What follows belongs to an exercise in optimizing a design on an open flow for small area; a production flow would make more cautious choices.
RTL that was checked went through simulation tests only; none was proved equivalent to the original.
For run 3, only the layout was checked, not whether the RTL still works.
Power figures rest on the tool's default switching activity, not on a simulated workload.

[design/flow/flow/run.sh]
#!/bin/bash
# Own layout flow: the standard flow, with two changes:
#  - synthesis maps the logic with the ABC script in flow/abc.script (an
#    area-oriented mapping) instead of ORFS's; the rest of the standard
#    synthesis (synth_recipe.tcl) is unchanged, so registers keep their names;
#  - flow/make_vars.txt adds make variables to the layout steps (one per
#    line), here the cell buffer_ports puts on every port: a small plain
#    buffer instead of the default delay cell.
# Each tool's output goes to a log file in the folder this runs in.
set -euo pipefail
W=$PWD
F=$W/flow
sed 's|log_cmd abc {\*}\$abc_args|log_cmd abc {*}[lreplace $abc_args 1 1 '"$F"'/abc.script]|' \
    "$FLOW_HOME/scripts/synth.tcl" > "$W/own_synth_core.tcl"
grep -q "$F/abc.script" "$W/own_synth_core.tcl"
sed "s|source \$::env(SCRIPTS_DIR)/synth.tcl|source $W/own_synth_core.tcl|" \
    "$W/synth_recipe.tcl" > "$W/own_synth.tcl"
grep -q "own_synth_core.tcl" "$W/own_synth.tcl"
bash "$W/standard.sh" "SYNTH_SCRIPT=$W/own_synth.tcl" synth > "$W/own_synth.log" 2>&1
EXTRA=()
while read -r line; do
    [[ -z "$line" || "$line" == \#* ]] || EXTRA+=("$line")
done < "$F/make_vars.txt"
bash "$W/standard.sh" "${EXTRA[@]}" finish > "$W/own_layout.log" 2>&1
[design/flow/flow/abc.script]
strash
dch
map -D 1500
topo
stime -c
buffer -c
upsize -D 1500 -c
dnsize -D 1500 -c
[design/flow/flow/make_vars.txt]
# extra make variables for the layout, one per line
BUFFER_PORTS_ARGS=-buffer_cell sky130_fd_sc_hd__buf_1
[design/flow/standard.sh]
#!/bin/bash
# synth_recipe.tcl (not shown) runs the flow's synth.tcl, then flattens the netlist and writes it again
# the make line also repeats each setting of config.mk as NAME=value (left out here)
make -C /OpenROAD-flow-scripts/flow DESIGN_CONFIG=/design/flow/config.mk WORK_HOME=/design/flow/orfs CLKGATE_MAP_FILE= SYNTH_SCRIPT=/design/flow/synth_recipe.tcl "${@:-finish}"
[design/flow/config.mk]
export PLATFORM = sky130hd
export DESIGN_NAME = Median_Finder_9inputs_8bits
export DESIGN_NICKNAME = Median_Finder_9inputs_8bits
export VERILOG_FILES = /design/flow/design.v
export SDC_FILE = /design/flow/constraint.sdc
export NUM_CORES = 4
export LEC_CHECK = 0
export ABC_AREA = 1
export CAP_MARGIN = 20
export CORE_MARGIN = 2
export CORE_UTILIZATION = 40
export CTS_BUF_LIST = sky130_fd_sc_hd__clkbuf_8
export GPL_TIMING_DRIVEN = 0
export SLEW_MARGIN = 20
[design/flow/constraint.sdc]
create_clock -name core_clock -period 2.5 [get_ports {clk}]
set_input_delay 0.5000 -clock core_clock [delete_from_list [all_inputs] [get_ports {clk}]]
set_output_delay 0.5000 -clock core_clock [all_outputs]
set_load 0.01 [all_outputs]
[design/flow/design.v]
module Median_Finder_9inputs_8bits(
    output wire [7:0] median_pixel,
    output wire       out_valid,
    input  wire [7:0] pixel0, pixel1, pixel2,
    input  wire [7:0] pixel3, pixel4, pixel5,
    input  wire [7:0] pixel6, pixel7, pixel8,
    input  wire       in_valid,
    input  wire       rst,
    input  wire       clk
);
    reg [3:0] valid_q;
    always @(posedge clk) begin
        if (rst) valid_q <= 4'b0;
        else     valid_q <= {valid_q[2:0], in_valid};
    end
    assign out_valid = valid_q[3];
    wire [7:0] x0_0 = pixel0, x0_1 = pixel1, x0_2 = pixel2;
    wire [7:0] x0_3 = pixel3, x0_4 = pixel4, x0_5 = pixel5;
    wire [7:0] x0_6 = pixel6, x0_7 = pixel7, x0_8 = pixel8;
    wire [7:0] m;    
    wire e7_0 = x0_0[7];
    wire e7_1 = x0_1[7];
    wire e7_2 = x0_2[7];
    wire e7_3 = x0_3[7];
    wire e7_4 = x0_4[7];
    wire e7_5 = x0_5[7];
    wire e7_6 = x0_6[7];
    wire e7_7 = x0_7[7];
    wire e7_8 = x0_8[7];
    assign m[7] = maj9({e7_8, e7_7, e7_6, e7_5, e7_4, e7_3, e7_2, e7_1, e7_0});
    wire g7_0 = 1'b0, l7_0 = 1'b0;
    wire g7_1 = 1'b0, l7_1 = 1'b0;
    wire g7_2 = 1'b0, l7_2 = 1'b0;
    wire g7_3 = 1'b0, l7_3 = 1'b0;
    wire g7_4 = 1'b0, l7_4 = 1'b0;
    wire g7_5 = 1'b0, l7_5 = 1'b0;
    wire g7_6 = 1'b0, l7_6 = 1'b0;
    wire g7_7 = 1'b0, l7_7 = 1'b0;
    wire g7_8 = 1'b0, l7_8 = 1'b0;
    wire P6_0 = g7_0 | (x0_0[6] & e7_0);
    wire Q6_0 = e7_0 | (x0_0[6] & ~l7_0);
    wire e6_0 = m[7] ? P6_0 : Q6_0;
    wire P6_1 = g7_1 | (x0_1[6] & e7_1);
    wire Q6_1 = e7_1 | (x0_1[6] & ~l7_1);
    wire e6_1 = m[7] ? P6_1 : Q6_1;
    wire P6_2 = g7_2 | (x0_2[6] & e7_2);
    wire Q6_2 = e7_2 | (x0_2[6] & ~l7_2);
    wire e6_2 = m[7] ? P6_2 : Q6_2;
    wire P6_3 = g7_3 | (x0_3[6] & e7_3);
    wire Q6_3 = e7_3 | (x0_3[6] & ~l7_3);
    wire e6_3 = m[7] ? P6_3 : Q6_3;
    wire P6_4 = g7_4 | (x0_4[6] & e7_4);
    wire Q6_4 = e7_4 | (x0_4[6] & ~l7_4);
    wire e6_4 = m[7] ? P6_4 : Q6_4;
    wire P6_5 = g7_5 | (x0_5[6] & e7_5);
    wire Q6_5 = e7_5 | (x0_5[6] & ~l7_5);
    wire e6_5 = m[7] ? P6_5 : Q6_5;
    wire P6_6 = g7_6 | (x0_6[6] & e7_6);
    wire Q6_6 = e7_6 | (x0_6[6] & ~l7_6);
    wire e6_6 = m[7] ? P6_6 : Q6_6;
    wire P6_7 = g7_7 | (x0_7[6] & e7_7);
    wire Q6_7 = e7_7 | (x0_7[6] & ~l7_7);
    wire e6_7 = m[7] ? P6_7 : Q6_7;
    wire P6_8 = g7_8 | (x0_8[6] & e7_8);
    wire Q6_8 = e7_8 | (x0_8[6] & ~l7_8);
    wire e6_8 = m[7] ? P6_8 : Q6_8;
    wire majP6 = maj9({P6_8, P6_7, P6_6, P6_5, P6_4, P6_3, P6_2, P6_1, P6_0});
    wire majQ6 = maj9({Q6_8, Q6_7, Q6_6, Q6_5, Q6_4, Q6_3, Q6_2, Q6_1, Q6_0});
    assign m[6] = m[7] ? majP6 : majQ6;
    wire g6_0 = m[7] ? g7_0 : e7_0;
    wire l6_0 = m[7] ? (l7_0 | ~e7_0) : l7_0;
    wire g6_1 = m[7] ? g7_1 : e7_1;
    wire l6_1 = m[7] ? (l7_1 | ~e7_1) : l7_1;
    wire g6_2 = m[7] ? g7_2 : e7_2;
    wire l6_2 = m[7] ? (l7_2 | ~e7_2) : l7_2;
    wire g6_3 = m[7] ? g7_3 : e7_3;
    wire l6_3 = m[7] ? (l7_3 | ~e7_3) : l7_3;
    wire g6_4 = m[7] ? g7_4 : e7_4;
    wire l6_4 = m[7] ? (l7_4 | ~e7_4) : l7_4;
    wire g6_5 = m[7] ? g7_5 : e7_5;
    wire l6_5 = m[7] ? (l7_5 | ~e7_5) : l7_5;
    wire g6_6 = m[7] ? g7_6 : e7_6;
    wire l6_6 = m[7] ? (l7_6 | ~e7_6) : l7_6;
    wire g6_7 = m[7] ? g7_7 : e7_7;
    wire l6_7 = m[7] ? (l7_7 | ~e7_7) : l7_7;
    wire g6_8 = m[7] ? g7_8 : e7_8;
    wire l6_8 = m[7] ? (l7_8 | ~e7_8) : l7_8;
    wire gf0_0 = g6_0 | (e6_0 & ~m[6]);
    wire lf0_0 = l6_0 | (~e6_0 & m[6]);
    wire gf0_1 = g6_1 | (e6_1 & ~m[6]);
    wire lf0_1 = l6_1 | (~e6_1 & m[6]);
    wire gf0_2 = g6_2 | (e6_2 & ~m[6]);
    wire lf0_2 = l6_2 | (~e6_2 & m[6]);
    wire gf0_3 = g6_3 | (e6_3 & ~m[6]);
    wire lf0_3 = l6_3 | (~e6_3 & m[6]);
    wire gf0_4 = g6_4 | (e6_4 & ~m[6]);
    wire lf0_4 = l6_4 | (~e6_4 & m[6]);
    wire gf0_5 = g6_5 | (e6_5 & ~m[6]);
    wire lf0_5 = l6_5 | (~e6_5 & m[6]);
    wire gf0_6 = g6_6 | (e6_6 & ~m[6]);
    wire lf0_6 = l6_6 | (~e6_6 & m[6]);
    wire gf0_7 = g6_7 | (e6_7 & ~m[6]);
    wire lf0_7 = l6_7 | (~e6_7 & m[6]);
    wire gf0_8 = g6_8 | (e6_8 & ~m[6]);
    wire lf0_8 = l6_8 | (~e6_8 & m[6]);
    reg [5:0] xr1_0, xr1_1, xr1_2, xr1_3, xr1_4, xr1_5, xr1_6, xr1_7, xr1_8;
    wire [5:0] x1_0 = ~xr1_0;
    wire [5:0] x1_1 = ~xr1_1;
    wire [5:0] x1_2 = ~xr1_2;
    wire [5:0] x1_3 = ~xr1_3;
    wire [5:0] x1_4 = ~xr1_4;
    wire [5:0] x1_5 = ~xr1_5;
    wire [5:0] x1_6 = ~xr1_6;
    wire [5:0] x1_7 = ~xr1_7;
    wire [5:0] x1_8 = ~xr1_8;
    reg [7:6] mr0;
    always @(posedge clk) begin
        xr1_0 <= ~(({6{gf0_0}} | x0_0[5:0]) & ~{6{lf0_0}});
        xr1_1 <= ~(({6{gf0_1}} | x0_1[5:0]) & ~{6{lf0_1}});
        xr1_2 <= ~(({6{gf0_2}} | x0_2[5:0]) & ~{6{lf0_2}});
        xr1_3 <= ~(({6{gf0_3}} | x0_3[5:0]) & ~{6{lf0_3}});
        xr1_4 <= ~(({6{gf0_4}} | x0_4[5:0]) & ~{6{lf0_4}});
        xr1_5 <= ~(({6{gf0_5}} | x0_5[5:0]) & ~{6{lf0_5}});
        xr1_6 <= ~(({6{gf0_6}} | x0_6[5:0]) & ~{6{lf0_6}});
        xr1_7 <= ~(({6{gf0_7}} | x0_7[5:0]) & ~{6{lf0_7}});
        xr1_8 <= ~(({6{gf0_8}} | x0_8[5:0]) & ~{6{lf0_8}});
        mr0 <= m[7:6];
    end
    wire e5_0 = x1_0[5];
    wire e5_1 = x1_1[5];
    wire e5_2 = x1_2[5];
    wire e5_3 = x1_3[5];
    wire e5_4 = x1_4[5];
    wire e5_5 = x1_5[5];
    wire e5_6 = x1_6[5];
    wire e5_7 = x1_7[5];
    wire e5_8 = x1_8[5];
    assign m[5] = maj9({e5_8, e5_7, e5_6, e5_5, e5_4, e5_3, e5_2, e5_1, e5_0});
    wire g5_0 = 1'b0, l5_0 = 1'b0;
    wire g5_1 = 1'b0, l5_1 = 1'b0;
    wire g5_2 = 1'b0, l5_2 = 1'b0;
    wire g5_3 = 1'b0, l5_3 = 1'b0;
    wire g5_4 = 1'b0, l5_4 = 1'b0;
    wire g5_5 = 1'b0, l5_5 = 1'b0;
    wire g5_6 = 1'b0, l5_6 = 1'b0;
    wire g5_7 = 1'b0, l5_7 = 1'b0;
    wire g5_8 = 1'b0, l5_8 = 1'b0;
    wire P4_0 = g5_0 | (x1_0[4] & e5_0);
    wire Q4_0 = e5_0 | (x1_0[4] & ~l5_0);
    wire e4_0 = m[5] ? P4_0 : Q4_0;
    wire P4_1 = g5_1 | (x1_1[4] & e5_1);
    wire Q4_1 = e5_1 | (x1_1[4] & ~l5_1);
    wire e4_1 = m[5] ? P4_1 : Q4_1;
    wire P4_2 = g5_2 | (x1_2[4] & e5_2);
    wire Q4_2 = e5_2 | (x1_2[4] & ~l5_2);
    wire e4_2 = m[5] ? P4_2 : Q4_2;
    wire P4_3 = g5_3 | (x1_3[4] & e5_3);
    wire Q4_3 = e5_3 | (x1_3[4] & ~l5_3);
    wire e4_3 = m[5] ? P4_3 : Q4_3;
    wire P4_4 = g5_4 | (x1_4[4] & e5_4);
    wire Q4_4 = e5_4 | (x1_4[4] & ~l5_4);
    wire e4_4 = m[5] ? P4_4 : Q4_4;
    wire P4_5 = g5_5 | (x1_5[4] & e5_5);
    wire Q4_5 = e5_5 | (x1_5[4] & ~l5_5);
    wire e4_5 = m[5] ? P4_5 : Q4_5;
    wire P4_6 = g5_6 | (x1_6[4] & e5_6);
    wire Q4_6 = e5_6 | (x1_6[4] & ~l5_6);
    wire e4_6 = m[5] ? P4_6 : Q4_6;
    wire P4_7 = g5_7 | (x1_7[4] & e5_7);
    wire Q4_7 = e5_7 | (x1_7[4] & ~l5_7);
    wire e4_7 = m[5] ? P4_7 : Q4_7;
    wire P4_8 = g5_8 | (x1_8[4] & e5_8);
    wire Q4_8 = e5_8 | (x1_8[4] & ~l5_8);
    wire e4_8 = m[5] ? P4_8 : Q4_8;
    wire majP4 = maj9({P4_8, P4_7, P4_6, P4_5, P4_4, P4_3, P4_2, P4_1, P4_0});
    wire majQ4 = maj9({Q4_8, Q4_7, Q4_6, Q4_5, Q4_4, Q4_3, Q4_2, Q4_1, Q4_0});
    assign m[4] = m[5] ? majP4 : majQ4;
    wire g4_0 = m[5] ? g5_0 : e5_0;
    wire l4_0 = m[5] ? (l5_0 | ~e5_0) : l5_0;
    wire g4_1 = m[5] ? g5_1 : e5_1;
    wire l4_1 = m[5] ? (l5_1 | ~e5_1) : l5_1;
    wire g4_2 = m[5] ? g5_2 : e5_2;
    wire l4_2 = m[5] ? (l5_2 | ~e5_2) : l5_2;
    wire g4_3 = m[5] ? g5_3 : e5_3;
    wire l4_3 = m[5] ? (l5_3 | ~e5_3) : l5_3;
    wire g4_4 = m[5] ? g5_4 : e5_4;
    wire l4_4 = m[5] ? (l5_4 | ~e5_4) : l5_4;
    wire g4_5 = m[5] ? g5_5 : e5_5;
    wire l4_5 = m[5] ? (l5_5 | ~e5_5) : l5_5;
    wire g4_6 = m[5] ? g5_6 : e5_6;
    wire l4_6 = m[5] ? (l5_6 | ~e5_6) : l5_6;
    wire g4_7 = m[5] ? g5_7 : e5_7;
    wire l4_7 = m[5] ? (l5_7 | ~e5_7) : l5_7;
    wire g4_8 = m[5] ? g5_8 : e5_8;
    wire l4_8 = m[5] ? (l5_8 | ~e5_8) : l5_8;
    wire gf1_0 = g4_0 | (e4_0 & ~m[4]);
    wire lf1_0 = l4_0 | (~e4_0 & m[4]);
    wire gf1_1 = g4_1 | (e4_1 & ~m[4]);
    wire lf1_1 = l4_1 | (~e4_1 & m[4]);
    wire gf1_2 = g4_2 | (e4_2 & ~m[4]);
    wire lf1_2 = l4_2 | (~e4_2 & m[4]);
    wire gf1_3 = g4_3 | (e4_3 & ~m[4]);
    wire lf1_3 = l4_3 | (~e4_3 & m[4]);
    wire gf1_4 = g4_4 | (e4_4 & ~m[4]);
    wire lf1_4 = l4_4 | (~e4_4 & m[4]);
    wire gf1_5 = g4_5 | (e4_5 & ~m[4]);
    wire lf1_5 = l4_5 | (~e4_5 & m[4]);
    wire gf1_6 = g4_6 | (e4_6 & ~m[4]);
    wire lf1_6 = l4_6 | (~e4_6 & m[4]);
    wire gf1_7 = g4_7 | (e4_7 & ~m[4]);
    wire lf1_7 = l4_7 | (~e4_7 & m[4]);
    wire gf1_8 = g4_8 | (e4_8 & ~m[4]);
    wire lf1_8 = l4_8 | (~e4_8 & m[4]);
    reg [3:0] xr2_0, xr2_1, xr2_2, xr2_3, xr2_4, xr2_5, xr2_6, xr2_7, xr2_8;
    wire [3:0] x2_0 = xr2_0;
    wire [3:0] x2_1 = xr2_1;
    wire [3:0] x2_2 = xr2_2;
    wire [3:0] x2_3 = xr2_3;
    wire [3:0] x2_4 = xr2_4;
    wire [3:0] x2_5 = xr2_5;
    wire [3:0] x2_6 = xr2_6;
    wire [3:0] x2_7 = xr2_7;
    wire [3:0] x2_8 = xr2_8;
    reg [7:4] mr1;
    always @(posedge clk) begin
        xr2_0 <= (({4{gf1_0}} | x1_0[3:0]) & ~{4{lf1_0}});
        xr2_1 <= (({4{gf1_1}} | x1_1[3:0]) & ~{4{lf1_1}});
        xr2_2 <= (({4{gf1_2}} | x1_2[3:0]) & ~{4{lf1_2}});
        xr2_3 <= (({4{gf1_3}} | x1_3[3:0]) & ~{4{lf1_3}});
        xr2_4 <= (({4{gf1_4}} | x1_4[3:0]) & ~{4{lf1_4}});
        xr2_5 <= (({4{gf1_5}} | x1_5[3:0]) & ~{4{lf1_5}});
        xr2_6 <= (({4{gf1_6}} | x1_6[3:0]) & ~{4{lf1_6}});
        xr2_7 <= (({4{gf1_7}} | x1_7[3:0]) & ~{4{lf1_7}});
        xr2_8 <= (({4{gf1_8}} | x1_8[3:0]) & ~{4{lf1_8}});
        mr1 <= {mr0, m[5:4]};
    end
    wire e3_0 = x2_0[3];
    wire e3_1 = x2_1[3];
    wire e3_2 = x2_2[3];
    wire e3_3 = x2_3[3];
    wire e3_4 = x2_4[3];
    wire e3_5 = x2_5[3];
    wire e3_6 = x2_6[3];
    wire e3_7 = x2_7[3];
    wire e3_8 = x2_8[3];
    assign m[3] = maj9({e3_8, e3_7, e3_6, e3_5, e3_4, e3_3, e3_2, e3_1, e3_0});
    wire g3_0 = 1'b0, l3_0 = 1'b0;
    wire g3_1 = 1'b0, l3_1 = 1'b0;
    wire g3_2 = 1'b0, l3_2 = 1'b0;
    wire g3_3 = 1'b0, l3_3 = 1'b0;
    wire g3_4 = 1'b0, l3_4 = 1'b0;
    wire g3_5 = 1'b0, l3_5 = 1'b0;
    wire g3_6 = 1'b0, l3_6 = 1'b0;
    wire g3_7 = 1'b0, l3_7 = 1'b0;
    wire g3_8 = 1'b0, l3_8 = 1'b0;
    wire P2_0 = g3_0 | (x2_0[2] & e3_0);
    wire Q2_0 = e3_0 | (x2_0[2] & ~l3_0);
    wire e2_0 = m[3] ? P2_0 : Q2_0;
    wire P2_1 = g3_1 | (x2_1[2] & e3_1);
    wire Q2_1 = e3_1 | (x2_1[2] & ~l3_1);
    wire e2_1 = m[3] ? P2_1 : Q2_1;
    wire P2_2 = g3_2 | (x2_2[2] & e3_2);
    wire Q2_2 = e3_2 | (x2_2[2] & ~l3_2);
    wire e2_2 = m[3] ? P2_2 : Q2_2;
    wire P2_3 = g3_3 | (x2_3[2] & e3_3);
    wire Q2_3 = e3_3 | (x2_3[2] & ~l3_3);
    wire e2_3 = m[3] ? P2_3 : Q2_3;
    wire P2_4 = g3_4 | (x2_4[2] & e3_4);
    wire Q2_4 = e3_4 | (x2_4[2] & ~l3_4);
    wire e2_4 = m[3] ? P2_4 : Q2_4;
    wire P2_5 = g3_5 | (x2_5[2] & e3_5);
    wire Q2_5 = e3_5 | (x2_5[2] & ~l3_5);
    wire e2_5 = m[3] ? P2_5 : Q2_5;
    wire P2_6 = g3_6 | (x2_6[2] & e3_6);
    wire Q2_6 = e3_6 | (x2_6[2] & ~l3_6);
    wire e2_6 = m[3] ? P2_6 : Q2_6;
    wire P2_7 = g3_7 | (x2_7[2] & e3_7);
    wire Q2_7 = e3_7 | (x2_7[2] & ~l3_7);
    wire e2_7 = m[3] ? P2_7 : Q2_7;
    wire P2_8 = g3_8 | (x2_8[2] & e3_8);
    wire Q2_8 = e3_8 | (x2_8[2] & ~l3_8);
    wire e2_8 = m[3] ? P2_8 : Q2_8;
    wire majP2 = maj9({P2_8, P2_7, P2_6, P2_5, P2_4, P2_3, P2_2, P2_1, P2_0});
    wire majQ2 = maj9({Q2_8, Q2_7, Q2_6, Q2_5, Q2_4, Q2_3, Q2_2, Q2_1, Q2_0});
    assign m[2] = m[3] ? majP2 : majQ2;
    wire g2_0 = m[3] ? g3_0 : e3_0;
    wire l2_0 = m[3] ? (l3_0 | ~e3_0) : l3_0;
    wire g2_1 = m[3] ? g3_1 : e3_1;
    wire l2_1 = m[3] ? (l3_1 | ~e3_1) : l3_1;
    wire g2_2 = m[3] ? g3_2 : e3_2;
    wire l2_2 = m[3] ? (l3_2 | ~e3_2) : l3_2;
    wire g2_3 = m[3] ? g3_3 : e3_3;
    wire l2_3 = m[3] ? (l3_3 | ~e3_3) : l3_3;
    wire g2_4 = m[3] ? g3_4 : e3_4;
    wire l2_4 = m[3] ? (l3_4 | ~e3_4) : l3_4;
    wire g2_5 = m[3] ? g3_5 : e3_5;
    wire l2_5 = m[3] ? (l3_5 | ~e3_5) : l3_5;
    wire g2_6 = m[3] ? g3_6 : e3_6;
    wire l2_6 = m[3] ? (l3_6 | ~e3_6) : l3_6;
    wire g2_7 = m[3] ? g3_7 : e3_7;
    wire l2_7 = m[3] ? (l3_7 | ~e3_7) : l3_7;
    wire g2_8 = m[3] ? g3_8 : e3_8;
    wire l2_8 = m[3] ? (l3_8 | ~e3_8) : l3_8;
    wire gf2_0 = g2_0 | (e2_0 & ~m[2]);
    wire lf2_0 = l2_0 | (~e2_0 & m[2]);
    wire gf2_1 = g2_1 | (e2_1 & ~m[2]);
    wire lf2_1 = l2_1 | (~e2_1 & m[2]);
    wire gf2_2 = g2_2 | (e2_2 & ~m[2]);
    wire lf2_2 = l2_2 | (~e2_2 & m[2]);
    wire gf2_3 = g2_3 | (e2_3 & ~m[2]);
    wire lf2_3 = l2_3 | (~e2_3 & m[2]);
    wire gf2_4 = g2_4 | (e2_4 & ~m[2]);
    wire lf2_4 = l2_4 | (~e2_4 & m[2]);
    wire gf2_5 = g2_5 | (e2_5 & ~m[2]);
    wire lf2_5 = l2_5 | (~e2_5 & m[2]);
    wire gf2_6 = g2_6 | (e2_6 & ~m[2]);
    wire lf2_6 = l2_6 | (~e2_6 & m[2]);
    wire gf2_7 = g2_7 | (e2_7 & ~m[2]);
    wire lf2_7 = l2_7 | (~e2_7 & m[2]);
    wire gf2_8 = g2_8 | (e2_8 & ~m[2]);
    wire lf2_8 = l2_8 | (~e2_8 & m[2]);
    reg [1:0] xr3_0, xr3_1, xr3_2, xr3_3, xr3_4, xr3_5, xr3_6, xr3_7, xr3_8;
    wire [1:0] x3_0 = ~xr3_0;
    wire [1:0] x3_1 = ~xr3_1;
    wire [1:0] x3_2 = ~xr3_2;
    wire [1:0] x3_3 = ~xr3_3;
    wire [1:0] x3_4 = ~xr3_4;
    wire [1:0] x3_5 = ~xr3_5;
    wire [1:0] x3_6 = ~xr3_6;
    wire [1:0] x3_7 = ~xr3_7;
    wire [1:0] x3_8 = ~xr3_8;
    reg [7:2] mr2;
    always @(posedge clk) begin
        xr3_0 <= ~(({2{gf2_0}} | x2_0[1:0]) & ~{2{lf2_0}});
        xr3_1 <= ~(({2{gf2_1}} | x2_1[1:0]) & ~{2{lf2_1}});
        xr3_2 <= ~(({2{gf2_2}} | x2_2[1:0]) & ~{2{lf2_2}});
        xr3_3 <= ~(({2{gf2_3}} | x2_3[1:0]) & ~{2{lf2_3}});
        xr3_4 <= ~(({2{gf2_4}} | x2_4[1:0]) & ~{2{lf2_4}});
        xr3_5 <= ~(({2{gf2_5}} | x2_5[1:0]) & ~{2{lf2_5}});
        xr3_6 <= ~(({2{gf2_6}} | x2_6[1:0]) & ~{2{lf2_6}});
        xr3_7 <= ~(({2{gf2_7}} | x2_7[1:0]) & ~{2{lf2_7}});
        xr3_8 <= ~(({2{gf2_8}} | x2_8[1:0]) & ~{2{lf2_8}});
        mr2 <= {mr1, m[3:2]};
    end
    wire e1_0 = x3_0[1];
    wire e1_1 = x3_1[1];
    wire e1_2 = x3_2[1];
    wire e1_3 = x3_3[1];
    wire e1_4 = x3_4[1];
    wire e1_5 = x3_5[1];
    wire e1_6 = x3_6[1];
    wire e1_7 = x3_7[1];
    wire e1_8 = x3_8[1];
    assign m[1] = maj9({e1_8, e1_7, e1_6, e1_5, e1_4, e1_3, e1_2, e1_1, e1_0});
    wire g1_0 = 1'b0, l1_0 = 1'b0;
    wire g1_1 = 1'b0, l1_1 = 1'b0;
    wire g1_2 = 1'b0, l1_2 = 1'b0;
    wire g1_3 = 1'b0, l1_3 = 1'b0;
    wire g1_4 = 1'b0, l1_4 = 1'b0;
    wire g1_5 = 1'b0, l1_5 = 1'b0;
    wire g1_6 = 1'b0, l1_6 = 1'b0;
    wire g1_7 = 1'b0, l1_7 = 1'b0;
    wire g1_8 = 1'b0, l1_8 = 1'b0;
    wire P0_0 = g1_0 | (x3_0[0] & e1_0);
    wire Q0_0 = e1_0 | (x3_0[0] & ~l1_0);
    wire e0_0 = m[1] ? P0_0 : Q0_0;
    wire P0_1 = g1_1 | (x3_1[0] & e1_1);
    wire Q0_1 = e1_1 | (x3_1[0] & ~l1_1);
    wire e0_1 = m[1] ? P0_1 : Q0_1;
    wire P0_2 = g1_2 | (x3_2[0] & e1_2);
    wire Q0_2 = e1_2 | (x3_2[0] & ~l1_2);
    wire e0_2 = m[1] ? P0_2 : Q0_2;
    wire P0_3 = g1_3 | (x3_3[0] & e1_3);
    wire Q0_3 = e1_3 | (x3_3[0] & ~l1_3);
    wire e0_3 = m[1] ? P0_3 : Q0_3;
    wire P0_4 = g1_4 | (x3_4[0] & e1_4);
    wire Q0_4 = e1_4 | (x3_4[0] & ~l1_4);
    wire e0_4 = m[1] ? P0_4 : Q0_4;
    wire P0_5 = g1_5 | (x3_5[0] & e1_5);
    wire Q0_5 = e1_5 | (x3_5[0] & ~l1_5);
    wire e0_5 = m[1] ? P0_5 : Q0_5;
    wire P0_6 = g1_6 | (x3_6[0] & e1_6);
    wire Q0_6 = e1_6 | (x3_6[0] & ~l1_6);
    wire e0_6 = m[1] ? P0_6 : Q0_6;
    wire P0_7 = g1_7 | (x3_7[0] & e1_7);
    wire Q0_7 = e1_7 | (x3_7[0] & ~l1_7);
    wire e0_7 = m[1] ? P0_7 : Q0_7;
    wire P0_8 = g1_8 | (x3_8[0] & e1_8);
    wire Q0_8 = e1_8 | (x3_8[0] & ~l1_8);
    wire e0_8 = m[1] ? P0_8 : Q0_8;
    wire majP0 = maj9({P0_8, P0_7, P0_6, P0_5, P0_4, P0_3, P0_2, P0_1, P0_0});
    wire majQ0 = maj9({Q0_8, Q0_7, Q0_6, Q0_5, Q0_4, Q0_3, Q0_2, Q0_1, Q0_0});
    assign m[0] = m[1] ? majP0 : majQ0;
    wire g0_0 = m[1] ? g1_0 : e1_0;
    wire l0_0 = m[1] ? (l1_0 | ~e1_0) : l1_0;
    wire g0_1 = m[1] ? g1_1 : e1_1;
    wire l0_1 = m[1] ? (l1_1 | ~e1_1) : l1_1;
    wire g0_2 = m[1] ? g1_2 : e1_2;
    wire l0_2 = m[1] ? (l1_2 | ~e1_2) : l1_2;
    wire g0_3 = m[1] ? g1_3 : e1_3;
    wire l0_3 = m[1] ? (l1_3 | ~e1_3) : l1_3;
    wire g0_4 = m[1] ? g1_4 : e1_4;
    wire l0_4 = m[1] ? (l1_4 | ~e1_4) : l1_4;
    wire g0_5 = m[1] ? g1_5 : e1_5;
    wire l0_5 = m[1] ? (l1_5 | ~e1_5) : l1_5;
    wire g0_6 = m[1] ? g1_6 : e1_6;
    wire l0_6 = m[1] ? (l1_6 | ~e1_6) : l1_6;
    wire g0_7 = m[1] ? g1_7 : e1_7;
    wire l0_7 = m[1] ? (l1_7 | ~e1_7) : l1_7;
    wire g0_8 = m[1] ? g1_8 : e1_8;
    wire l0_8 = m[1] ? (l1_8 | ~e1_8) : l1_8;
    wire gf3_0 = g0_0 | (e0_0 & ~m[0]);
    wire lf3_0 = l0_0 | (~e0_0 & m[0]);
    wire gf3_1 = g0_1 | (e0_1 & ~m[0]);
    wire lf3_1 = l0_1 | (~e0_1 & m[0]);
    wire gf3_2 = g0_2 | (e0_2 & ~m[0]);
    wire lf3_2 = l0_2 | (~e0_2 & m[0]);
    wire gf3_3 = g0_3 | (e0_3 & ~m[0]);
    wire lf3_3 = l0_3 | (~e0_3 & m[0]);
    wire gf3_4 = g0_4 | (e0_4 & ~m[0]);
    wire lf3_4 = l0_4 | (~e0_4 & m[0]);
    wire gf3_5 = g0_5 | (e0_5 & ~m[0]);
    wire lf3_5 = l0_5 | (~e0_5 & m[0]);
    wire gf3_6 = g0_6 | (e0_6 & ~m[0]);
    wire lf3_6 = l0_6 | (~e0_6 & m[0]);
    wire gf3_7 = g0_7 | (e0_7 & ~m[0]);
    wire lf3_7 = l0_7 | (~e0_7 & m[0]);
    wire gf3_8 = g0_8 | (e0_8 & ~m[0]);
    wire lf3_8 = l0_8 | (~e0_8 & m[0]);
    reg [7:0] mr3;
    always @(posedge clk) begin
        mr3 <= {mr2, m[1:0]};
    end
    assign median_pixel = mr3;
    function maj9(input [8:0] v);
        begin
            maj9 = maj3((&v[2:0]) | (&v[5:3]) | (&v[8:6]),
                        (|v[2:0]) & (|v[5:3]) & (|v[8:6]),
                        maj3(maj3(v[0], v[1], v[2]), maj3(v[3], v[4], v[5]),
                             maj3(v[6], v[7], v[8])));
        end
    endfunction
    function maj3(input a, input b, input c);
        maj3 = (a & b) | (b & c) | (a & c);
    endfunction
endmodule
==> out/results.ini, run 1 <==
[clock_tree]
post_cts_buffers = 0
cts-root-buf = clkbuf_8
htreeDepth = 4
clk_pin_slew_worst_paths_ns = 0.07
cts_buffers = 17
cts.sinks = 132
cts_tree = yes
hold_buffers = 0
clock_path_buffers = 2
clk_latency_ns = 0.42

[synth]
synthDistinctLibCells = 40
yosysSeqAreaShare = 0.461
yosys_warnings = 1
ys_ff_latch = 132
postSynthCellCount = 722
syn_area_um2 = 5730
synth.net_count = 797
avgSynthCellArea_um2 = 7.93

[sta]
setup_viol = 0
period_needed_ns = 2.37
timing.final.crit_share = 0.948
drv_slew = 0
whs_ns = 0.243
slew_headroom = 0.583
max_slew.worst_pin.slew_ns = 0.620
hold_viol = 0
fin_setup_tns_ns = 0
fmax_mhz = 422
rsz0062_at_grt = yes
clock_skew_ns = 0.00901

[setup_path]
path_buf_inv = 2
worstPathCellList = inv_1 > nor2_1 > nor2_1 > o21ai_0 > maj3_1 > a21oi_2 > o21ai_1 > and2_1 > buf_6 > a22oi_1 > a21oi_1
start_kind = flip-flop
crit_path_top_delay_cell = a22oi_1
worst_path_most_repeated_cell = nor2_1
arrival_ns = 2.66
setup.worst_path.class = reg -> reg
critPathTopFamily = compound AO/OA/AOI/OAI gates
max_stage_delay_ns = 0.38
end_kind = flip-flop
crit_required_ns = 2.79
cp_max_fo = 10

[place]
dp_hpwl_mm = 12.1
place_congestion = 0.909
io_buffers = 83
dp_cells = 985

[routing]
dr_total_vias = 5328
drc = 0
ant_nets = 0
wire_per_inst_um = 14.7
drt-pass1-iter-count = 5
drt_wl_total_mm = 14.9
drt-initial-drc-count = 296
via_per_inst = 5.24

[status]
outcome = no timing/DRC/antenna violations

[global_route]
grt_pass1_vias = 5069
grt_start_max_net_pins = 17
grt_overflow = 0
antenna_found_initial = 0
grt.total_usage = 0.202
grt_pass1_wl_mm = 23.5

[final_layout]
final_core_util = 0.483
antennaDiodeCount = 0
syn_to_final_growth_pct = 17.4
mostFrequentLayoutCell = dfxtp_1
nFillCells = 1368
drive_above_1_share = 0.109
fin_cells = 1016
final_nets = 899
final_cell_mix = 132 x dfxtp_1, 107 x nor2_1, 83 x inv_1, 83 x buf_1, 81 x nand2_1

[pwr]
power_uw = 10500
comb_power_share = 0.487
irDropWorstVdd_mv = 0.920
p_clk_frac = 0.188
netSwitchingPower_uw = 4440
pwr-share-seq = 0.325
internal-power_uw = 6030
power_density_nw_per_um2 = 1560
p_sw_frac = 0.424
p_leak_uw = 0.00282

[floorplan]
die_width_um = 124
start_util = 0.411
die_height_um = 124
die-area_um2 = 15300
core_um2 = 13900
rows = 43
io_pins = 84

[worst_hold_path]
hold_path.class = in -> reg

[run]
cap_violations = 0

-- stage by stage --
stage	setup slack [ns]	cell area (µm²)
floorplan	0.398	5730
global placement	-0.189	6260
detailed placement	-0.185	6260
CTS	0.140	6710
global route	-0.0618	6720
finish	0.131	6720
-- registers in the layout (all words and copies together), names as in the netlist, 6 cells and up --
name and count:
mr2 6, mr3 8, xr1_0 6, xr1_1 6, xr1_2 6, xr1_3 6
xr1_4 6, xr1_5 6, xr1_6 6, xr1_7 6, xr1_8 6
-- Yosys cell counts (all sizes together) --
master | count | area, µm²
dfxtp | 132 | 2640
o21ai | 120 | 634
nor2 | 109 | 414
inv | 85 | 319
nand2 | 83 | 322
a21oi | 72 | 390
o22ai | 28 | 231
a22oi | 23 | 233
maj3 | 12 | 125
nand3 | 12 | 70.1
buf | 10 | 80.1
a221oi | 7 | 61.3
nor3 | 5 | 25.0
o221ai | 5 | 43.8
and2 | 3 | 18.8
nor4 | 3 | 18.8
a31oi | 2 | 12.5
o211ai | 2 | 15.0
o21bai | 2 | 15.0
a22o | 1 | 8.76
nand4 | 1 | 6.26
nor3b | 1 | 7.51
o21a | 1 | 7.51
o221a | 1 | 11.3
o311ai | 1 | 8.76
or2 | 1 | 6.26
-- final timing paths --
| kind | startpoint | end | slack (ns) | depth (start not counted) |
|---|---|---|---|---|
| min | pixel3[0] | xr1_3[0] | 0.24 | 2 |
| max | xr1_3[5] | xr2_7[3] | 0.13 | 11 |
| min reg2reg | mr1[4] | mr2[4] | 0.33 | 0 |
| max reg2reg | xr1_3[5] | xr2_7[3] | 0.13 | 11 |
-- layout make-up --
| type | instances | area, µm² | share of cell area |
|---|---|---|---|
| inverters | 85 | 319 | 0.0475 |
| plain buffers | 10 | 80.1 | 0.0119 |
| clock inverters | 14 | 213 | 0.0316 |
| clock buffers | 17 | 234 | 0.0348 |
| well taps | 180 | 225 | 0.0335 |
| multi-input cells | 495 | 2700 | 0.401 |
| flip-flops and latches | 132 | 2640 | 0.393 |
| repair buffers | 83 | 312 | 0.0463 |
-- repair_timing --
action                     CTS  global route
setup endpoints to repair    0            36
hold endpoints to repair     0             0
resized for setup            0             3
-- cell families after synthesis --
| kind of cell | share of synthesized area |
|---|---|
| buffers and inverters | 0.0697 |
| AOI/OAI and AO/OA | 0.292 |
| DFF | 0.461 |
| and+or+nand+nor | 0.155 |
| adders and majority gates | 0.0218 |
-- power groups by stage --
stage / sequential (µW) / combinational [µW] / clock, µW
2_1_floorplan: 3330 / 3880 / 0
3_3_place_gp: 3440 / 4840 / 0
3_5_place_dp: 3450 / 5010 / 0
4_1_cts: 3400 / 5040 / 2020
5_1_grt: 3500 / 5720 / 2110
6_report: 3400 / 5100 / 1970
-- layer usage --
layer | up-vias | track usage | share of wire
met5 | - | 0 | 0
met2 | 148 | 0.382 | 0.53
met1 | 2455 | 0.217 | 0.41
met3 | 23 | 0.0366 | 0.037
li1 | 2702 | - | -
met4 | 0 | 0.0902 | 0.022
==> run 2, diff against run 1 <==
==> design/flow/flow/abc.script (replaced) <==
strash
dch
map -D 2000
topo
stime -c
buffer -c
upsize -D 2000 -c
dnsize -D 2000 -c
==> design/flow/flow/make_vars.txt (replaced) <==
# extra make variables for the layout, one per line
BUFFER_PORTS_ARGS=-buffer_cell sky130_fd_sc_hd__buf_1
CTS_ARGS=-sink_clustering_enable -repair_clock_nets -buf_list sky130_fd_sc_hd__clkbuf_4 -dont_use_dummy_load -sink_clustering_size 8
==> run 2 against run 1 <==
Effect of this change: first-iteration DRC count increased by 18%; sequential share of layout area increased by 1.8 points; area after synthesis decreased by 3.3%; utilization decreased by 0.20 points.
==> out/results.ini, run 2 <==
[routing]
wire_per_inst_um = 14.5  ; -1.6%
drc = 0  ; unchanged
drt-initial-drc-count = 350  ; +18%
dr_total_vias = 5361  ; +0.62%
via_per_inst = 5.28  ; +0.72%
drt_wl_total_mm = 14.7  ; -1.7%
ant_nets = 0  ; unchanged
drt-pass1-iter-count = 5  ; unchanged

[synth]
avgSynthCellArea_um2 = 7.54  ; -5.0%
synth_top_area_frac = 0.477  ; +0.0157
yosys_warnings = 1  ; unchanged
synth.net_count = 810  ; +1.6%
synth_flop_cell = dfxtp_1
ys_async_sr_fraction = 0  ; unchanged
syn_area_um2 = 5540  ; -3.3%
synth_top_area_cell = dfxtp_1
ys_ff_latch = 132  ; unchanged
yosys-top-cells-count = 132 x dfxtp_1, 125 x nor2_1, 112 x o21ai_0
synthDistinctLibCells = 27  ; -33%
synth_most_common_cell = dfxtp_1
yosysSeqAreaShare = 0.477  ; +0.0157
synth-edff-count = 0  ; unchanged
synthTopCellsByArea = dfxtp_1 48%, o21ai_0 10%, nor2_1 8.5%
postSynthCellCount = 735  ; +1.8%

[clock_tree]
htreeDepth = 4  ; unchanged
clock_path_buffers = 2  ; unchanged
cts_tree = yes
hold_buffers = 0  ; unchanged
cts_buffers = 17  ; unchanged
cts-root-buf = clkbuf_4
clk_latency_ns = 0.51  ; +0.09 ns
clk_pin_slew_worst_paths_ns = 0.12  ; +0.05 ns
cts.sinks = 132  ; unchanged

[setup_path]
reg2reg_depth = 12  ; +1
end_kind = flip-flop
crit_path_start = pixel3[7]
arrival_ns = 2.75  ; +0.09 ns
reg2reg_from = xr1_6[5]
crit_path_top_delay_cell = maj3_1
setup.worst_path.class = in -> reg
start_kind = input pin
cp-endpoint = xr1_3[1]
cp_max_fo = 10  ; unchanged
max_stage_delay_ns = 0.36  ; -0.02 ns
r2r_end = xr2_8[1]
r2r_setup_slack_ns = 0.20  ; +0.07 ns
crit_required_ns = 2.92  ; +0.13 ns
worstPathCellList = buf_1 > inv_1 > nor2_1 > inv_1 > nor2_1 > a21oi_1 > maj3_1 > maj3_1 > nand2_1 > buf_2 > o22ai_1 > o21ai_0

[place]
post_dp_cell_area_um2 = 6070  ; -3.1%
place_congestion = 0.928  ; +2.1%
io_buffers = 83  ; unchanged
dp_hpwl_mm = 11.7  ; -3.1%

[final_layout]
final_core_util = 0.481  ; -0.00196
syn_to_final_growth_pct = 16.3
drive_above_1_share = 0.0847  ; -0.0241
final_cell_mix = 127 x dfxtp_1, 122 x nor2_1, 108 x o21ai_0
final_nets = 915  ; +1.8%
finalInstanceArea_um2 = 6440  ; -4.2%
largest_register_ffs = 8  ; unchanged
regMostFlops = mr3
mostFrequentLayoutCell = dfxtp_1

[sta]
hold_viol = 0  ; unchanged
setup_viol = 0  ; unchanged
slew_headroom = 0.603  ; +0.0209
clock_skew_ns = 0.0480  ; +0.0390 ns
fmax_mhz = 429  ; +1.6%
whs_ns = 0.164  ; -0.0799 ns
drv_slew = 0  ; unchanged
period_needed_ns = 2.33  ; -0.0368 ns
timing.final.crit_share = 0.933  ; -0.0147
max_slew.worst_pin.slew_ns = 0.589  ; -0.0318 ns

[global_route]
grt_pass1_vias = 5272  ; +4.0%
grt.total_usage = 0.206  ; +0.00381
antenna_found_initial = 1  ; +1
grt_start_max_net_pins = 17  ; unchanged
grt_overflow = 0  ; unchanged
grt_pass1_wl_mm = 23.8  ; +1.5%

[pwr]
pwr-share-seq = 0.369  ; +0.044
internal-power_uw = 5080  ; -16%
comb_power_share = 0.532  ; +0.045
irDropWorstVdd_mv = 0.487  ; -47%
netSwitchingPower_uw = 4200  ; -5.4%
p_leak_uw = 0.00270  ; -4.0%
power_density_nw_per_um2 = 1440  ; -7.4%
p_clk_frac = 0.098  ; -0.090
p_sw_frac = 0.453  ; +0.0282

[floorplan]
die-area_um2 = 14800  ; -3.2%
io_pins = 84  ; unchanged
die_width_um = 122  ; -1.6%
rows = 42  ; -2.3%
die_height_um = 122  ; -1.6%
core_um2 = 13400  ; -3.8%
start_util = 0.413  ; +0.00229

[run]
cap_violations = 0  ; unchanged

[status]
outcome = no timing/DRC/antenna violations

[worst_hold_path]
hold_path.class = in -> reg

==> run 2: cell types whose count changed in the layout (fill, tap and decap cells not counted), moves of 17 or more <==
cell and change:
nand2_1 -19, o21ai_0 +32, o21ai_1 -33, inv_1 +24, clkbuf_4 +19, clkbuf_8 -17
==> run 2: kinds of logic (layout without fill, tap and decap cells) <==
logic type	after synthesis	after routing	synth area share
and+or+nand+nor	211	211	0.150
other	0	1	0
DFF	132	132	0.477
AOI/OAI and AO/OA	263	263	0.272
buffers and inverters	117	220	0.0800
adders and majority gates	12	12	0.0217
==> run 2: worst max-delay path, delay by kind of cell <==
family          cells  cell delay [ns]
simple gates        3             0.41
fa+ha+maj           2             0.70
buf+inv             4             0.63
compound gates      3             0.51
==> run 2: worst min path at each step <==
| stage | cells after the start | endpoint | start | slack [ns] |
|---|---|---|---|---|
| finish | 2 | xr1_3[5] | pixel3[5] | 0.16 |
| global placement | 0 | mr3[3] | mr2[3] | 0.31 |
| detailed placement | 0 | mr2[7] | mr1[7] | 0.31 |
| CTS | 2 | xr1_3[5] | pixel3[5] | 0.13 |
| global route | 2 | xr1_6[4] | pixel6[4] | 0.13 |
| floorplan | 0 | mr1[6] | mr0[6] | 0.31 |
==> run 2: layout make-up <==
class	count	area (µm²)
flip-flops and latches	132	2650
clock buffers	17	128
fillers	1365	6960
inverters	108	408
multi-input cells	486	2650
diodes	1	2.50
well taps	176	220
repair buffers	86	334
plain buffers	9	52.6
==> run 2: metal layers <==
layer | track usage | part of all wire | vias up
met1 | 0.235 | 0.43 | 2458
met2 | 0.372 | 0.50 | 152
met5 | 0 | 0 | -
li1 | - | - | 2715
met3 | 0.0412 | 0.039 | 36
met4 | 0.0891 | 0.031 | 0
==> run 2: power by group through the flow <==
stage | logic [µW] | clock network, µW | registers [µW]
3_3_place_gp | 4230 | 0 | 3460
3_5_place_dp | 4370 | 0 | 3460
6_report | 4940 | 913 | 3430
2_1_floorplan | 3250 | 0 | 3330
5_1_grt | 5570 | 1040 | 3520
4_1_cts | 4560 | 947 | 3410
==> run 2: stage by stage <==
stage	worst slack, ns	total power (µW)	TNS, ns	cells
final	0.167	9280	0	1015
after global routing	-0.00777	10100	-0.0116	1015
after CTS	-0.0169	8920	-0.0441	1011
after detailed placement	-0.655	7830	-33.21	994
after global placement	-0.635	7690	-28.02	994
after floorplan	0.261	6580	0	735
==> run 2: what timing repair did <==
item	4_1_cts	5_1_grt
cloned	0	0
setup buffers	0	3
setup endpoints to repair	62	108
pin swaps	0	4
gates resized for setup	17	48
==> run 3, diff against run 2 <==
--- a/design/flow/design.v
+++ b/design/flow/design.v
@@ -8,12 +8,12 @@
     input  wire       rst,
     input  wire       clk
 );
-    reg [3:0] valid_q;
+    reg [2:0] valid_q;
     always @(posedge clk) begin
-        if (rst) valid_q <= 4'b0;
-        else     valid_q <= {valid_q[2:0], in_valid};
+        if (rst) valid_q <= 3'b0;
+        else     valid_q <= {valid_q[1:0], in_valid};
     end
-    assign out_valid = valid_q[3];
+    assign out_valid = valid_q[2];
     wire [7:0] x0_0 = pixel0, x0_1 = pixel1, x0_2 = pixel2;
     wire [7:0] x0_3 = pixel3, x0_4 = pixel4, x0_5 = pixel5;
     wire [7:0] x0_6 = pixel6, x0_7 = pixel7, x0_8 = pixel8;
@@ -427,11 +427,7 @@
     wire lf3_7 = l0_7 | (~e0_7 & m[0]);
     wire gf3_8 = g0_8 | (e0_8 & ~m[0]);
     wire lf3_8 = l0_8 | (~e0_8 & m[0]);
-    reg [7:0] mr3;
-    always @(posedge clk) begin
-        mr3 <= {mr2, m[1:0]};
-    end
-    assign median_pixel = mr3;
+    assign median_pixel = {mr2, m[1:0]};
     function maj9(input [8:0] v);
         begin
             maj9 = maj3((&v[2:0]) | (&v[5:3]) | (&v[8:6]),
--- a/design/flow/flow/run.sh
+++ b/design/flow/flow/run.sh
@@ -3,9 +3,8 @@
 #  - synthesis maps the logic with the ABC script in flow/abc.script (an
 #    area-oriented mapping) instead of ORFS's; the rest of the standard
 #    synthesis (synth_recipe.tcl) is unchanged, so registers keep their names;
-#  - flow/make_vars.txt adds make variables to the layout steps (one per
-#    line), here the cell buffer_ports puts on every port: a small plain
-#    buffer instead of the default delay cell.
+#  - port buffers are plain buffers (flow/ports.txt names the cell) instead
+#    of the default delay cell.
 # Each tool's output goes to a log file in the folder this runs in.
 set -euo pipefail
 W=$PWD
==> design/flow/flow/make_vars.txt (replaced) <==
# extra make variables for the layout, one per line
BUFFER_PORTS_ARGS=-buffer_cell sky130_fd_sc_hd__buf_2
--- a/design/flow/config.mk
+++ b/design/flow/config.mk
@@ -9,6 +9,4 @@
 export CAP_MARGIN = 20
 export CORE_MARGIN = 2
 export CORE_UTILIZATION = 40
-export CTS_BUF_LIST = sky130_fd_sc_hd__clkbuf_8
-export GPL_TIMING_DRIVEN = 0
 export SLEW_MARGIN = 20
==> run 3 against run 2 <==
Effect of this change: the layout now fails its checks (setup timing); largest cell class is now multi-input gates; critical endpoint is now median_pixel[0]; area after synthesis decreased by 2.7%; largest power group unchanged; hold slack improved by 0.11 ns; via count increased by 1.0%; critical path type is now reg -> out.
==> out/results.ini, run 3 <==
[global_route]
grt_pass1_vias = 5113  ; -3.0%
grt_start_max_net_pins = 28  ; +11
antenna_found_initial = 0  ; -1
grt_pass1_wl_mm = 23.0  ; -3.6%
grt.total_usage = 0.205  ; -0.00107
grt_overflow = 0  ; unchanged

[clock_tree]
cts_buffers = 17  ; unchanged
clock_path_buffers = 2  ; unchanged
clk_latency_ns = 0.40  ; -0.11 ns
htreeDepth = 4  ; unchanged
cts.sinks = 123  ; -6.8%
clk_pin_slew_worst_paths_ns = 0.06  ; -0.06 ns
cts-root-buf = clkbuf_16
cts_tree = yes

[sta]
hold_viol = 0  ; unchanged
fmax_mhz = 396  ; -7.7%
slew_headroom = 0.572  ; -0.0317
clock_skew_ns = 0.00799  ; -0.0401 ns
fin_setup_tns_ns = -0.0264  ; -0.0264 ns
drv_slew = 0  ; unchanged
whs_ns = 0.275  ; +0.112 ns
finalWorstSetupSlack_ns = -0.0264  ; -0.194 ns
period_needed_ns = 2.53  ; +0.194 ns
max_slew.worst_pin.slew_ns = 0.636  ; +0.0470 ns
timing.final.crit_share = 1.01  ; +0.0775
setup_viol = 1  ; +1
rsz0062_at_grt = yes

[synth]
yosysSeqAreaShare = 0.457  ; -0.0202
ys_ff_latch = 123  ; -6.8%
synthTopCellsByArea = dfxtp_1 46%, nor2_1 10%, o21ai_0 9.9%
synth_top_area_cell = dfxtp_1
synth.net_count = 818  ; +0.99%
synth_flop_cell = dfxtp_1
ys_async_sr_fraction = 0  ; unchanged
syn_area_um2 = 5390  ; -2.7%
postSynthCellCount = 743  ; +1.1%
synth_top_area_frac = 0.457  ; -0.0202
synthDistinctLibCells = 28  ; +3.7%
synth_most_common_cell = nor2_1
synth-edff-count = 0  ; unchanged
yosys-top-cells-count = 144 x nor2_1, 123 x dfxtp_1, 107 x o21ai_0
avgSynthCellArea_um2 = 7.25  ; -3.7%
yosys_warnings = 1  ; unchanged

[routing]
wire_per_inst_um = 13.7  ; -5.4%
drt-pass1-iter-count = 7  ; +2
drt-initial-drc-count = 244  ; -30%
via_per_inst = 5.09  ; -3.6%
ant_nets = 0  ; unchanged
dr_total_vias = 5417  ; +1.0%
drc = 0  ; unchanged
drt_wl_total_mm = 14.6  ; -0.86%

[pwr]
netSwitchingPower_uw = 4280  ; +1.7%
comb_power_share = 0.465  ; -0.067
p_leak_uw = 0.00323  ; +19%
p_clk_frac = 0.236  ; +0.138
p_sw_frac = 0.407  ; -0.0460
power_density_nw_per_um2 = 1510  ; +4.4%
irDropWorstVdd_mv = 0.519  ; +6.7%
pwr-share-seq = 0.299  ; -0.070
internal-power_uw = 6240  ; +23%

[setup_path]
arrival_ns = 2.03  ; -0.72 ns
crit_required_ns = 2.00  ; -0.92 ns
cp_max_fo = 3  ; -7
setup.worst_path.class = reg -> out
end_kind = output pin
start_kind = flip-flop
worstPathCellList = and2_4 > maj3_2 > a21oi_2 > a21oi_2 > maj3_2 > o22ai_1 > buf_2
max_stage_delay_ns = 0.35  ; about the same
crit_path_top_delay_cell = maj3_2
path_buf_inv = 1  ; -3
critPathTopFamily = adder cells

[place]
place_congestion = 0.925  ; -0.26%
dp_hpwl_mm = 11.7  ; -0.33%
io_buffers = 83  ; unchanged

[floorplan]
start_util = 0.409  ; -0.00470
die_width_um = 120  ; -1.3%
core_um2 = 13200  ; -1.6%
die-area_um2 = 14400  ; -2.6%
die_height_um = 120  ; -1.3%
rows = 42  ; unchanged
io_pins = 84  ; unchanged

[final_layout]
nFillCells = 1267  ; -7.2%
antennaDiodeCount = 0  ; -1
mostFrequentLayoutCell = nor2_1
drive_above_1_share = 0.208  ; +0.124
syn_to_final_growth_pct = 29.6
final_cell_mix = 140 x nor2_1, 120 x dfxtp_1, 105 x o21ai_0
final_nets = 950  ; +3.8%

[run]
cap_violations = 0  ; unchanged

[status]
outcome = complete, but fails checks
check.faults = setup timing

[worst_hold_path]
hold_path.class = in -> reg

==> run 3: changes by cell type in the layout (fill, tap and decap cells not counted), sizes merged, moves of 6 or more <==
cell and change:
nor2 +19, dfxtp -9, clkinv +6, buf +35
nand2 +6
==> run 3: cells by family (layout without fill, tap and decap cells) <==
group | after synthesis | count (layout) | share of synthesized area
buffers and inverters | 118 | 263 | 0.0840
adder cells (fa/ha/maj) | 7 | 7 | 0.0130
flip-flops | 123 | 123 | 0.457
AND/OR/NAND/NOR | 234 | 234 | 0.169
AO/OA/AOI/OAI | 261 | 261 | 0.277
==> run 3: metal layers <==
metal	part of all wire	vias to the layer above	track usage
met2	0.51	134	0.370
li1	-	2796	-
met4	0.034	0	0.104
met3	0.035	33	0.0371
met5	0	-	0
met1	0.42	2454	0.228
==> run 3: power groups by stage <==
| stage | Clock [µW] | Sequential [µW] | Combinational [µW] |
|---|---|---|---|
| 4_1_cts | 2520 | 3140 | 4700 |
| 3_5_place_dp | 0 | 3180 | 4630 |
| 5_1_grt | 2610 | 3230 | 5520 |
| 2_1_floorplan | 0 | 3080 | 3380 |
| 6_report | 2480 | 3150 | 4890 |
| 3_3_place_gp | 0 | 3160 | 4480 |
==> run 3: final cells by class <==
type	count	area, µm²	area share
clock buffers	19	443	0.0634
clock inverters	13	166	0.0238
inverters	107	402	0.0575
multi-input cells	502	2560	0.367
flip-flops and latches	123	2470	0.353
well taps	176	220	0.0315
repair buffers	124	727	0.104
==> run 3: final timing paths <==
kind	from	end	slack, ns	cells past startpoint
worst min register to register	mr1[6]	mr2[6]	0.33	0
worst max-delay path	xr3_8[0]	median_pixel[0]	-0.03	7
worst max register to register	xr1_7[5]	xr2_4[0]	0.08	13
worst min-delay path	rst	valid_q[2]	0.28	2
==> run 3: what timing repair did <==
action | CTS | global route
pin swaps | 3 | 4
gates resized for setup | 5 | 26
endpoints found under the setup margin | 1 | 53
hold buffers | 0 | 0
buffers inserted | 1 | 0
==> run 3: stage by stage <==
stage	std cells	total power, µW	worst slack (ns)	area (µm²)	util
after detailed placement	1031	7810	-0.175	6270	0.476
after global routing	1064	11400	-0.0737	6990	0.530
after floorplan	743	6460	0.290	5390	-
after CTS	1064	10400	-0.0328	6900	0.523
after global placement	1031	7650	-0.0859	6270	0.476
final	1064	10500	-0.0264	6990	0.530
==> run 4, diff against run 3 <==
--- a/design/flow/design.v
+++ b/design/flow/design.v
@@ -8,12 +8,12 @@
     input  wire       rst,
     input  wire       clk
 );
-    reg [2:0] valid_q;
+    reg [3:0] valid_q;
     always @(posedge clk) begin
-        if (rst) valid_q <= 3'b0;
-        else     valid_q <= {valid_q[1:0], in_valid};
+        if (rst) valid_q <= 4'b0;
+        else     valid_q <= {valid_q[2:0], in_valid};
     end
-    assign out_valid = valid_q[2];
+    assign out_valid = valid_q[3];
     wire [7:0] x0_0 = pixel0, x0_1 = pixel1, x0_2 = pixel2;
     wire [7:0] x0_3 = pixel3, x0_4 = pixel4, x0_5 = pixel5;
     wire [7:0] x0_6 = pixel6, x0_7 = pixel7, x0_8 = pixel8;
@@ -427,7 +427,11 @@
     wire lf3_7 = l0_7 | (~e0_7 & m[0]);
     wire gf3_8 = g0_8 | (e0_8 & ~m[0]);
     wire lf3_8 = l0_8 | (~e0_8 & m[0]);
-    assign median_pixel = {mr2, m[1:0]};
+    reg [7:0] mr3;
+    always @(posedge clk) begin
+        mr3 <= {mr2, m[1:0]};
+    end
+    assign median_pixel = mr3;
     function maj9(input [8:0] v);
         begin
             maj9 = maj3((&v[2:0]) | (&v[5:3]) | (&v[8:6]),
--- a/design/flow/flow/run.sh
+++ b/design/flow/flow/run.sh
@@ -1,10 +1,13 @@
 #!/bin/bash
-# Own layout flow: the standard flow, with two changes:
-#  - synthesis maps the logic with the ABC script in flow/abc.script (an
-#    area-oriented mapping) instead of ORFS's; the rest of the standard
-#    synthesis (synth_recipe.tcl) is unchanged, so registers keep their names;
-#  - port buffers are plain buffers (flow/ports.txt names the cell) instead
-#    of the default delay cell.
+# Own layout flow: the standard flow, with these changes:
+#  - synthesis maps the logic with the ABC script in flow/abc.script (a
+#    mapping to a 2 ns delay target with area recovery) instead of ORFS's;
+#    the rest of the standard synthesis (synth_recipe.tcl) is unchanged, so
+#    registers keep their names;
+#  - flow/make_vars.txt adds make variables to the layout steps (one per
+#    line): the cell buffer_ports puts on every port (a small plain buffer
+#    instead of the default delay cell) and the clock tree options (small
+#    clock buffers, no dummy loads).
 # Each tool's output goes to a log file in the folder this runs in.
 set -euo pipefail
 W=$PWD
==> design/flow/flow/abc.script (replaced) <==
strash
&get -n
&fraig -x
&put
dc2
strash
&get -n
&dch -f
&nf -D 2000
&put
topo
stime -c
buffer -c
upsize -D 2000 -c
dnsize -D 2000 -c
==> design/flow/flow/make_vars.txt (replaced) <==
# extra make variables for the layout, one per line
BUFFER_PORTS_ARGS=-buffer_cell sky130_fd_sc_hd__buf_1
CTS_ARGS=-sink_clustering_enable -repair_clock_nets -buf_list sky130_fd_sc_hd__clkbuf_4 -dont_use_dummy_load -sink_clustering_size 8
--- a/design/flow/config.mk
+++ b/design/flow/config.mk
@@ -9,4 +9,6 @@
 export CAP_MARGIN = 20
 export CORE_MARGIN = 2
 export CORE_UTILIZATION = 40
+export GPL_TIMING_DRIVEN = 0
+export SETUP_SLACK_MARGIN = 0.05
 export SLEW_MARGIN = 20
==> run 4 against run 3 <==
Effect of this change: the run now finishes clean; wire length is 5.5% lower; largest power group unchanged; via count decreased by 11%; critical path depth grew 2; total power decreased by 9.6%.
==> out/results.ini, run 4 <==
[setup_path]
r2r_end = xr2_5[0]
arrival_ns = 2.76  ; +0.73 ns
reg2reg_from = xr1_3[5]
setup.worst_path.class = reg -> reg
start_kind = flip-flop
reg2reg_depth = 9  ; -4
r2r_setup_slack_ns = 0.14  ; +0.06 ns
crit_required_ns = 2.90  ; +0.90 ns
cp_max_fo = 10  ; +7
end_kind = flip-flop

[sta]
setup_viol = 0  ; -1
hold_viol = 0  ; unchanged
clock_skew_ns = 0.0389  ; +0.0309 ns
slew_headroom = 0.708  ; +0.137
timing.final.crit_share = 0.945  ; -0.0655
period_needed_ns = 2.36  ; -0.164 ns
max_slew.worst_pin.slew_ns = 0.433  ; -0.202 ns
rsz0062_at_grt = no
fmax_mhz = 423  ; +6.9%
drv_slew = 0  ; unchanged

[synth]
synth_flop_cell = dfxtp_1
yosysSeqAreaShare = 0.483  ; +0.0265
synth_top_area_cell = dfxtp_1
synth.net_count = 657  ; -20%
synth-edff-count = 0  ; unchanged
syn_area_um2 = 5470  ; +1.4%
ys_async_sr_fraction = 0  ; unchanged
ys_ff_latch = 132  ; +7.3%
yosys_warnings = 1  ; unchanged
avgSynthCellArea_um2 = 9.39  ; +30%
synth_top_area_frac = 0.483  ; +0.0265
synthDistinctLibCells = 39  ; +39%
synthTopCellsByArea = dfxtp_1 48%, maj3_1 8.2%, o21ai_0 7.3%
postSynthCellCount = 582  ; -22%
yosys-top-cells-count = 132 x dfxtp_1, 80 x o21ai_0, 52 x a21oi_1
synth_most_common_cell = dfxtp_1

[status]
outcome = no timing/DRC/antenna violations

[clock_tree]
hold_buffers = 0  ; unchanged
cts_tree = yes
clock_path_buffers = 2  ; unchanged
cts-root-buf = clkbuf_4
htreeDepth = 4  ; unchanged
cts.sinks = 132  ; +7.3%
cts_buffers = 17  ; unchanged
clk_latency_ns = 0.54  ; +0.14 ns
clk_pin_slew_worst_paths_ns = 0.11  ; +0.05 ns

[final_layout]
final_core_util = 0.481  ; -0.0489
final_nets = 757  ; -20%
mostFrequentLayoutCell = dfxtp_1
syn_to_final_growth_pct = 16.9
finalInstanceArea_um2 = 6390  ; -8.5%
regMostFlops = mr3
final_cell_mix = 122 x dfxtp_1, 77 x buf_1, 67 x o21ai_0
fin_cells = 857  ; -19%
largest_register_ffs = 8
drive_above_1_share = 0.157  ; -0.0510

[pwr]
irDropWorstVdd_mv = 0.497  ; -4.3%
power_density_nw_per_um2 = 1490  ; -1.2%
netSwitchingPower_uw = 3920  ; -8.4%
p_sw_frac = 0.412  ; +0.00518
p_clk_frac = 0.098  ; -0.138
internal-power_uw = 5590  ; -10%
p_leak_uw = 0.00230  ; -29%
pwr-share-seq = 0.371  ; +0.072
comb_power_share = 0.531  ; +0.066

[place]
dp_cells = 835  ; -19%
dp_hpwl_mm = 10.4  ; -12%
place_congestion = 0.948  ; +2.5%
io_buffers = 77  ; -7.2%
post_dp_cell_area_um2 = 6000  ; -4.4%

[worst_hold_path]
hold_path.class = in -> reg
holdPathStages = 2  ; unchanged
min_to = xr1_3[4]
worstHoldStart = pixel3[4]

[global_route]
grt_start_max_net_pins = 17  ; -39%
grt_busiest_layer = met2
grt_pass1_vias = 4604  ; -10%
met1_usage = 0.218  ; -0.0107
grt_overflow = 0  ; unchanged
met2_usage = 0.335  ; -0.0358
grt_pass1_wl_mm = 21.5  ; -6.4%
antenna_found_initial = 1  ; +1
met3_usage = 0.0461  ; +0.00898
grt.total_usage = 0.189  ; -0.0162

[routing]
dr_total_vias = 4836  ; -11%
ant_nets = 0  ; unchanged
wire_per_inst_um = 16.1  ; +17%
drt-initial-drc-count = 285  ; +17%
via_per_inst = 5.64  ; +11%
drc = 0  ; unchanged
drt_wl_total_mm = 13.8  ; -5.5%
drt-pass1-iter-count = 5  ; -2

[floorplan]
die-area_um2 = 14600  ; +1.4%
die_width_um = 121  ; +0.69%
die_height_um = 121  ; +0.69%
core_um2 = 13300  ; +0.80%
io_pins = 84  ; unchanged
rows = 42  ; unchanged
start_util = 0.411  ; +0.00260

[run]
cap_violations = 0  ; unchanged

==> run 4: cell types whose count changed after synthesis, moves of 11 or more <==
| cell | previous run | this run |
|---|---|---|
| o21bai_1 | 2 | 18 |
| o22ai_1 | 31 | 20 |
| nor3_1 | 6 | 27 |
| a22oi_1 | 27 | 9 |
| nor2_1 | 144 | 25 |
| nand3_1 | 11 | 25 |
| a21oi_1 | 73 | 52 |
| o21ai_0 | 107 | 80 |
| nand2_1 | 69 | 29 |
| maj3_1 | 7 | 45 |
| inv_1 | 106 | 3 |
| a22o_1 | 0 | 22 |
| buf_2 | 2 | 15 |
| o22a_1 | 0 | 16 |
==> run 4: worst max path at each step <==
stage | startpoint | slack [ns] | depth (start not counted) | end
finish | xr1_3[5] | 0.14 | 9 | xr2_5[0]
global route | xr2_7[3] | 0.03 | 10 | xr3_5[0]
CTS | xr2_6[3] | 0.06 | 8 | xr3_8[0]
detailed placement | pixel5[7] | -0.36 | 11 | xr1_8[4]
global placement | pixel7[7] | -0.31 | 9 | xr1_8[4]
floorplan | pixel7[7] | 0.05 | 9 | xr1_2[0]
==> run 4: worst max-delay path: stages, from the launching register on <==
cell and delay (ns):
dfxtp_1 0.33, clkbuf_4 0.19, nor4_4 0.30, a21oi_1 0.08, maj3_1 0.37, maj3_1 0.39, o31ai_4 0.11, buf_4 0.20
o22a_1 0.21, a21oi_1 0.09
==> run 4: layer usage <==
layer / vias up / part of all wire
li1: 2402 / -
met1: 2298 / 0.43
met2: 114 / 0.50
met3: 22 / 0.041
met4: 0 / 0.021
met5: - / 0
==> run 4: power by group through the flow <==
stage	registers [µW]	logic, µW	clock network, µW
after floorplan	3370	3360	0
after global placement	3480	4190	0
after detailed placement	3500	4310	0
after CTS	3480	4510	958
after global routing	3620	5530	1050
final	3530	5050	931
==> run 4: timing repair <==
action	in CTS	in global routing
cloned	0	1
resized for setup	25	42
endpoints found under the setup margin	54	55
setup buffers	5	1
pin swaps	1	6
==> run 4: kinds of logic (layout without fill, tap and decap cells) <==
logic type,Yosys count,in the layout,synth area share
AOI/OAI and AO/OA,243,243,0.288
DFF,132,132,0.483
and+or+nand+nor,128,128,0.110
adders and majority gates,48,48,0.0886
buffers and inverters,31,129,0.0302
other,0,1,0
==> run 4: through the flow <==
step	hold WS (ns)	setup WS [ns]	power, µW	setup TNS [ns]
after floorplan	0.310	0.0521	6730	0
after global placement	0.310	-0.311	7680	-17.26
after detailed placement	0.312	-0.360	7810	-20.21
after CTS	0.0865	0.0550	8950	0
after global routing	0.0998	0.0296	10200	0
final	0.136	0.137	9510	0
==> run 4: cell type report <==
type                    count  area, µm²
diodes                      1       2.50
plain buffers              24        175
clock buffers              17        128
fillers                  1317       6900
inverters                   4       15.0
multi-input cells         419       2840
flip-flops and latches    132       2660
well taps                 176        220
repair buffers             84        354

-- static timing again, ports no longer ideal --
The flow's constraints put no driver on any port. The routed layouts listed below were extracted and timed again, unchanged, in two steps.
Step 1 (the two cells are an assumption about what drives the block):
set clk [get_ports {clk}]
set_driving_cell -lib_cell sky130_fd_sc_hd__clkbuf_16 $clk
set_driving_cell -lib_cell sky130_fd_sc_hd__buf_2 [delete_from_list [all_inputs] $clk]
Step 2 adds t to the input delays and takes it off the output delays; t is the mean of the earliest and latest rising clock arrival at the registers after step 1. Input paths then give back, and output paths get back, about the clock's delay inside the block.
Three values: no drivers, after step 1, after step 2; two values: the first two.
| run | shift t [ns] | slack for setup (ns) | slew at the worst register clock pin (ns) |
|---|---|---|---|
| run 1 | 0.454 | 0.131 / 0.131 / -0.197 | 0.08 / 0.08 |
| run 2 | 0.521 | 0.167 / 0.178 / -0.343 | 0.12 / 0.12 |
| run 3 | 0.439 | -0.026 / -0.067 / -0.169 | 0.06 / 0.06 |
| run 4 | 0.551 | 0.137 / 0.137 / -0.390 | 0.11 / 0.11 |
With both steps, setup timing fails in run 1, run 2 and run 4, where it was met with ideal ports. The setup slack of run 4, which loses most, moves by 0.000 ns with the drivers and by -0.527 ns with both steps.
